Source: an optimization exercise on an open RTL-to-GDS flow (aim: small area and a short achievable clock period). Production flows keep margins and buffers that such runs may drop. Function was checked by simulation only, so behaviour that the tests miss may differ from the original. No activity file was given, so power comes from the tool's default toggle rates.

Design sigmoid9slices, start of the top module:
module sigmoid9slices (
    input wire clk,
    input wire rst_n,
    input wire signed [15:0] x0_in,
    input wire signed [15:0] x1_in,
    input wire valid_in,
    output reg signed [15:0] y0_out,
    output reg signed [15:0] y1_out,
    output reg valid_out
);
Size in the first run: ~110 flip-flops, roughly 68 I/O pins, roughly 7000 um2 of cells after synthesis.
export LEC_CHECK = 0
export ABC_AREA = 1
export CAP_MARGIN = 20
export CORE_MARGIN = 2
export CORE_UTILIZATION = 50
export SETUP_SLACK_MARGIN = 5
export SLEW_MARGIN = 20
export TNS_END_PERCENT = 0
create_clock -name core_clock -period 8.0 [get_ports {clk}]
standard.sh (not shown) runs the stock make flow with config.mk's settings and CLKGATE_MAP_FILE= SYNTH_SCRIPT=/design/flow/synth_recipe.tcl, a recipe that flattens the netlist after the stock synthesis.
==> flow/flow/run.sh <==
#!/bin/bash
# Standard layout, with plain buffers (instead of delay cells) on the ports, and the
# timing repair aimed at a setup slack of 5.6 ns. The make output goes to standard.log,
# each ORFS step's full log to orfs/logs/.
set -e
export BUFFER_PORTS_ARGS="-buffer_cell sky130_fd_sc_hd__buf_2"
bash standard.sh finish SETUP_SLACK_MARGIN=5.6 > standard.log 2>&1
==> next run, changes <==
==> flow/flow/run.sh (replaced) <==
#!/bin/bash
# Standard layout, with plain buffers (instead of delay cells) on the ports, and the
# timing repair aimed at a setup slack of 5.7 ns. The make output goes to standard.log,
# each ORFS step's full log to orfs/logs/.
set -e
export BUFFER_PORTS_ARGS="-buffer_cell sky130_fd_sc_hd__buf_1"
bash standard.sh finish SETUP_SLACK_MARGIN=5.7 > standard.log 2>&1
--- a/flow/config.mk
+++ b/flow/config.mk
@@ -9,5 +9,5 @@
 export CAP_MARGIN = 20
 export CORE_MARGIN = 2
-export CORE_UTILIZATION = 50
+export CORE_UTILIZATION = 70
 export SETUP_SLACK_MARGIN = 5
 export SLEW_MARGIN = 20
After rerunning: Clock power falls by 19%; combinational power rises by about 2%; wire length rises by 1.3%; final cell count came out lower by 4.6%; total power fell by 3.2%; setup slack is worse by 0.029 ns; via count climbs by 4.3%; clock-buffer cell count is higher by 3.
==> next run, changes <==
==> flow/flow/run.sh (replaced) <==
#!/bin/bash
# Standard layout, with plain buffers (instead of delay cells) on the ports, and the
# timing repair aimed at a setup slack of 5.6 ns. The make output goes to standard.log,
# each ORFS step's full log to orfs/logs/.
set -e
export BUFFER_PORTS_ARGS="-buffer_cell sky130_fd_sc_hd__buf_2"
bash standard.sh finish SETUP_SLACK_MARGIN=5.6 > standard.log 2>&1
--- a/flow/config.mk
+++ b/flow/config.mk
@@ -9,5 +9,5 @@
 export CAP_MARGIN = 20
 export CORE_MARGIN = 2
-export CORE_UTILIZATION = 70
+export CORE_UTILIZATION = 65
 export SETUP_SLACK_MARGIN = 5
 export SLEW_MARGIN = 20
The new run completed without violations.
Total power barely changes.
First-iteration DRC count falls slightly.
Worst setup slack loses 0.017 ns.
Count of clock-buffer cells in the layout falls by 2.
Final area falls slightly.
Non-clock buffer count falls by 3.
Hold slack hardly moves.
Global-route usage falls by 1.5 points.
Register-to-register slack is about the same.
Routed wire length falls by a few percent.
Synthesized area is unchanged.

Setup of run A:
sigmoid9slices again, from the RTL that the note above started with.
==> flow/design.v (excerpt) <==
module sigmoid9slices (
    input wire clk,
    input wire rst_n,
    input wire signed [15:0] x0_in,
    input wire signed [15:0] x1_in,
    input wire valid_in,
    output reg signed [15:0] y0_out,
    output reg signed [15:0] y1_out,
    output reg valid_out
);
Settings: LEC_CHECK=0, ABC_AREA=1, CAP_MARGIN=20, CORE_MARGIN=2, CORE_UTILIZATION=60, CTS_CLUSTER_DIAMETER=200, CTS_CLUSTER_SIZE=60, SETUP_SLACK_MARGIN=5, SLEW_MARGIN=20, TNS_END_PERCENT=0; clock period 8.0 ns.
==> flow/flow/run.sh <==
#!/bin/bash
# Standard layout, with plain buffers (instead of delay cells) on the ports, and the
# timing repair aimed at a setup slack of 5.6 ns. The make output goes to standard.log,
# each ORFS step's full log to orfs/logs/.
set -e
export BUFFER_PORTS_ARGS="-buffer_cell sky130_fd_sc_hd__buf_2"
bash standard.sh finish SETUP_SLACK_MARGIN=5.6 > standard.log 2>&1
Run A did not stop at any stage, and its layout met the timing, design-rule and antenna checks.
Edits applied to the flow inputs when going from run A to run B:
Settings: clearing CTS_CLUSTER_SIZE, which used to be 60; swapping 60 for 70 in CORE_UTILIZATION; clearing CTS_CLUSTER_DIAMETER, which used to be 200.
diff --git a/flow/flow/run.sh b/flow/flow/run.sh
--- a/flow/flow/run.sh
+++ b/flow/flow/run.sh
@@ -6 +6 @@
-export BUFFER_PORTS_ARGS="-buffer_cell sky130_fd_sc_hd__buf_2"
+export BUFFER_PORTS_ARGS="-buffer_cell sky130_fd_sc_hd__buf_1"
Results
Internal reg-to-reg setup slack: run B < run A. On via count of the first global-routing pass: between run A and run B, it ends up higher for run B. Delta (run B minus run A): internal power lost about 7%, final worst-path cycle share picked up an extra 0.70 points, adder-cell share of the synthesized area neither gained nor lost much.
### run B -> run C
==> flow/flow/run.sh <==
#!/bin/bash
# Standard layout, with plain buffers (instead of delay cells) on the ports, and the
# timing repair aimed at a setup slack of 5.5 ns. The make output goes to standard.log,
# each ORFS step's full log to orfs/logs/.
set -e
export BUFFER_PORTS_ARGS="-buffer_cell sky130_fd_sc_hd__buf_1"
bash standard.sh finish SETUP_SLACK_MARGIN=5.5 > standard.log 2>&1
--- outcome ---
- Delta (run C minus run B): register share of the cell area went up by 0.99 points, post-route standard cell area excluding fillers now smaller, total power now sits lower, static power due to leakage went down 3.6%.
### run C -> run D
Settings: TNS_END_PERCENT: 0 -> unset.
==> flow/flow/run.sh <==
#!/bin/bash
# Standard layout, with plain buffers (instead of delay cells) on the ports, and the
# timing repair aimed at a setup slack of 5.6 ns. The make output goes to standard.log,
# each ORFS step's full log to orfs/logs/.
set -e
export BUFFER_PORTS_ARGS="-buffer_cell sky130_fd_sc_hd__buf_2"
bash standard.sh finish SETUP_SLACK_MARGIN=5.6 > standard.log 2>&1
--- outcome ---
Run D: critical path depth lower than run C
Run D -> run C: post-synth design cell area delta 0, exact match
Row design internal power: run D higher / run C lower
Routed wire length, run D vs run C: up by a few percent

-- afterwards: timing with drivers on the ports --
In the flow no input, the clock included, has a driving cell. The finished layouts below were timed again as built, in two steps. Step 1, drivers: a clkbuf_16 drives clk and a buf_2 each remaining input, both assumed. Step 2 adds t to the input delays and takes it off the output delays; t is the mean of the earliest and latest rising clock arrival at the registers after step 1. Input paths then give back, and output paths get back, about the clock's delay inside the block. Slacks: ideal / step 1 / step 2; pairs: ideal / step 1.
| run | t (ns) | slack for setup (ns) | slew at the worst register clock pin (ns) |
|---|---|---|---|
| the first run of note 1 | 0.389 | 5.546 / 5.511 / 5.401 | 0.07 / 0.07 |
| the second run of note 1 | 0.416 | 5.517 / 5.494 / 5.344 | 0.10 / 0.10 |
| the third run of note 1 | 0.427 | 5.500 / 5.464 / 5.399 | 0.11 / 0.11 |
| run A | 0.388 | 5.562 / 5.522 / 5.383 | 0.08 / 0.08 |
| run B | 0.423 | 5.506 / 5.469 / 5.301 | 0.10 / 0.10 |
| run C | 0.423 | 5.397 / 5.397 / 5.366 | 0.10 / 0.10 |
| run D | 0.436 | 5.478 / 5.441 / 5.381 | 0.11 / 0.11 |
After both steps setup and hold are still met in every run listed. For run B, which loses most, drivers alone change the setup slack by -0.037 ns; drivers and shift together by -0.205 ns.
